From an optimization exercise on the open Yosys and OpenROAD flow, aimed at small area and a short achievable clock period; shortcuts taken in it are not production practice.
In this exercise RTL edits were held to simulation tests only and were not proved equivalent to the original.

## P
==> flow/design.v (excerpt) <==
module cpu_z80(
	input CLK,
	input nRESET,
	input wire [7:0] DATA_IN,
	output wire [7:0] DATA_OUT,
	output [15:0] ADDRESS,
	output reg nIORQ, nMREQ,
	output reg nRD, nWR,
	input nINT, nNMI
);
clock: 11.0 ns
lec_check: 0
abc_area: 1
cap_margin: 30
core_margin: 2
core_utilization: 40
slew_margin: 30
run.sh (not shown) runs the stock make flow with config.mk's settings and CLKGATE_MAP_FILE= SYNTH_SCRIPT=/design/flow/synth_recipe.tcl, a recipe that flattens the netlist after the stock synthesis.
The flow did not stop early for P: all stages ran, and the layout cleared the timing, design-rule and antenna checks.
[inputs] Q vs P
- ABC_AREA removed (was 1)
[summary]
P | stages: all done | timing, DRC, antenna: all pass. Q reached the end of the flow, and the finished layout is clean on the timing, design-rule and antenna checks. Going from P to Q, final area has increased, wire length of the first global-routing pass has decreased, compound-cell area share of the yosys netlist has increased. [compare] base=P new=Q: post-route clock skew went up by 0.0035 ns, full die area increased by 1.5% relative to the old numbers, layout overhead on the synthesized area saw an increase, final cell count fell by 13%. Q vs. P: total number of cells along the worst setup path lost about 23%.

---

Setup of garnet:
Another version of the RTL of cpu_z80 (not shown whole).
Size: about 4200 cells after synthesis, roughly 440 flip-flops, ~40 I/O pins, about 35000 um2 of cells after synthesis.
Design cpu_z80, start of the top module:
module cpu_z80(
	input CLK,
	input nRESET,
	input wire [7:0] DATA_IN,
	output wire [7:0] DATA_OUT,
	output [15:0] ADDRESS,
	output reg nIORQ, nMREQ,
	output reg nRD, nWR,
	input nINT, nNMI
);
	reg [7:0] DATA_IN_REG;
	wire [6:0] T_STATE;
	wire [6:0] M_CYCLE;
	wire nINTCYCLE;
	wire NO_READ;
	wire WRITE;
	wire IORQ;
	tv80_core TV80( , IORQ, NO_READ, WRITE, , , , ADDRESS, DATA_OUT, M_CYCLE,
							T_STATE, nINTCYCLE, , , nRESET, CLK, 1'b1, 1'b1,
							nINT, nNMI, 1'b1, DATA_IN, DATA_IN_REG);
	always @(posedge CLK)
	begin
		if (!nRESET)
		begin
			nRD <= 1'b1;
			nWR <= 1'b1;
			nIORQ <= 1'b1;
			nMREQ <= 1'b1;
			DATA_IN_REG <= 8'b00000000;
		end
		else
		begin
			nRD <= 1'b1;
			nWR <= 1'b1;
			nIORQ <= 1'b1;
			nMREQ <= 1'b1;
			if (M_CYCLE[0])
			begin
				if (T_STATE[1])
				begin
					nRD <= ~nINTCYCLE;
					nMREQ <= ~nINTCYCLE;
					nIORQ <= nINTCYCLE;
				end
			end
			else
			begin
				if ((T_STATE[1]) && NO_READ == 1'b0 && WRITE == 1'b0)
				begin
					nRD <= 1'b0;
					nIORQ <= ~IORQ;
					nMREQ <= IORQ;
				end
				if ((T_STATE[1]) && WRITE == 1'b1)
				begin
					nWR <= 1'b0;
					nIORQ <= ~IORQ;
					nMREQ <= IORQ;
				end
			end
  ...
clock: 11.0 ns
lec_check: 0
cap_margin: 10
core_margin: 2
core_utilization: 40
cts_buf_list: sky130_fd_sc_hd__clkbuf_4
slew_margin: 10
standard.sh (not shown) runs the stock make flow with config.mk's settings and CLKGATE_MAP_FILE= SYNTH_SCRIPT=/design/flow/synth_recipe.tcl, a recipe that flattens the netlist after the stock synthesis.
==> flow/flow/run.sh <==
#!/bin/bash
set -euo pipefail
bash standard.sh SETUP_SLACK_MARGIN=6 "BUFFER_PORTS_ARGS=-buffer_cell sky130_fd_sc_hd__buf_4" finish > make.log 2>&1
garnet was carried through to the last stage, and its layout satisfied the timing, design-rule and antenna checks.
### garnet -> lagoon
Settings: changing CORE_UTILIZATION from 40 to 50.
==> flow/flow/run.sh <==
#!/bin/bash
set -euo pipefail
bash standard.sh SETUP_SLACK_MARGIN=6.25 "BUFFER_PORTS_ARGS=-buffer_cell sky130_fd_sc_hd__buf_4" finish > make.log 2>&1
==> notes.md <==
lagoon completed every stage of the flow, and the final layout passed the timing, design-rule and antenna checks. Total length of routed met3 wires (lower): garnet. Global-route total usage across every layer, garnet and lagoon: lower on garnet. Against garnet as the reference, lagoon delivers a higher critical path depth.
--- input diff lagoon..ember ---
Settings: CAP_MARGIN now 30, was 10; CORE_UTILIZATION now 40, was 50; SLEW_MARGIN now 30, was 10.
==> flow/flow/run.sh <==
#!/bin/bash
set -euo pipefail
bash standard.sh SETUP_SLACK_MARGIN=6 "BUFFER_PORTS_ARGS=-buffer_cell sky130_fd_sc_hd__buf_4" finish > make.log 2>&1
Results
ember completed every stage of the flow, and the final layout passed the timing, design-rule and antenna checks.
Relative to lagoon, ember degrades minimum setup slack among reg-to-reg paths.
A library cell contributing the largest single delay on the critical path of sky130_fd_sc_hd__nand3_1 is what ember shows, while sky130_fd_sc_hd__dfstp_2 belongs to lagoon.
Summary of the comparison: worst setup slack is lower in ember, relative to lagoon.
Die area for ember is higher than for lagoon.
Changes observed in ember relative to lagoon: placed instance area +0.96%; fraction of area in registers held steady; net count of the finished layout about even; layout buffering overhead excluding clock cells has decreased.
Relative to lagoon, vertical die dimension increased by 12% in ember.
Higher clock period minus worst slack among ember and lagoon: ember
ember ends up with lower utilization than lagoon does.
The inputs of zinc differ from those of ember as listed below.
Settings: removing CTS_BUF_LIST (formerly sky130_fd_sc_hd__clkbuf_4).
- zinc finished every stage and its layout cleared the timing, design-rule and antenna checks.
- Against ember as the reference, zinc delivers a higher clock network area share.
- Count of clock-buffer cells in the layout: zinc vs ember down 125
- When zinc is set beside ember, its met3 layer wire length in the routed design turns out to be 1200 um smaller.
- Sort ember and zinc by depth of the worst register-to-register path, descending, and ember comes first.
- Fill cell total of the finished layout: ember and zinc compared, higher one is ember
- Route | zinc vs ember | wire shorter in zinc

static timing again, ports no longer ideal:
The flow's constraints put no driver on any port. The routed layouts listed below were extracted and timed again, unchanged, in two steps.
Step 1 assumes that a clkbuf_16 drives the clock port and a buf_2 every other input.
Step 2, shift: input delay + t, output delay - t, t = (earliest + latest rising clock arrival at the registers) / 2. This alone moves slack from input paths to output paths.
Slacks: ideal / step 1 / step 2; pairs: ideal / step 1.
| run | t (ns) | slack for setup (ns) | worst setup path after step 2 | latest minus earliest clock arrival (ns) | worst data-port slew with drivers (ns) |
|---|---|---|---|---|---|
| P | 0.686 | 2.014 / 2.014 / 2.014 | register to register | 0.050 / 0.049 | 0.05 |
| Q | 0.672 | 1.991 / 1.991 / 1.991 | register to register | 0.053 / 0.052 | 0.08 |
| garnet | 1.091 | 5.828 / 5.828 / 4.856 | input to register | 0.084 / 0.085 | 0.07 |
| lagoon | 1.026 | 6.124 / 6.124 / 5.127 | input to register | 0.049 / 0.049 | 0.05 |
| ember | 1.127 | 5.942 / 5.966 / 4.844 | input to register | 0.099 / 0.099 | 0.08 |
| zinc | 0.718 | 5.859 / 5.905 / 5.187 | input to register | 0.081 / 0.080 | 0.08 |
After both steps setup and hold are still met in every run listed. For ember, which loses most, drivers alone change the setup slack by +0.024 ns; drivers and shift together by -1.098 ns.
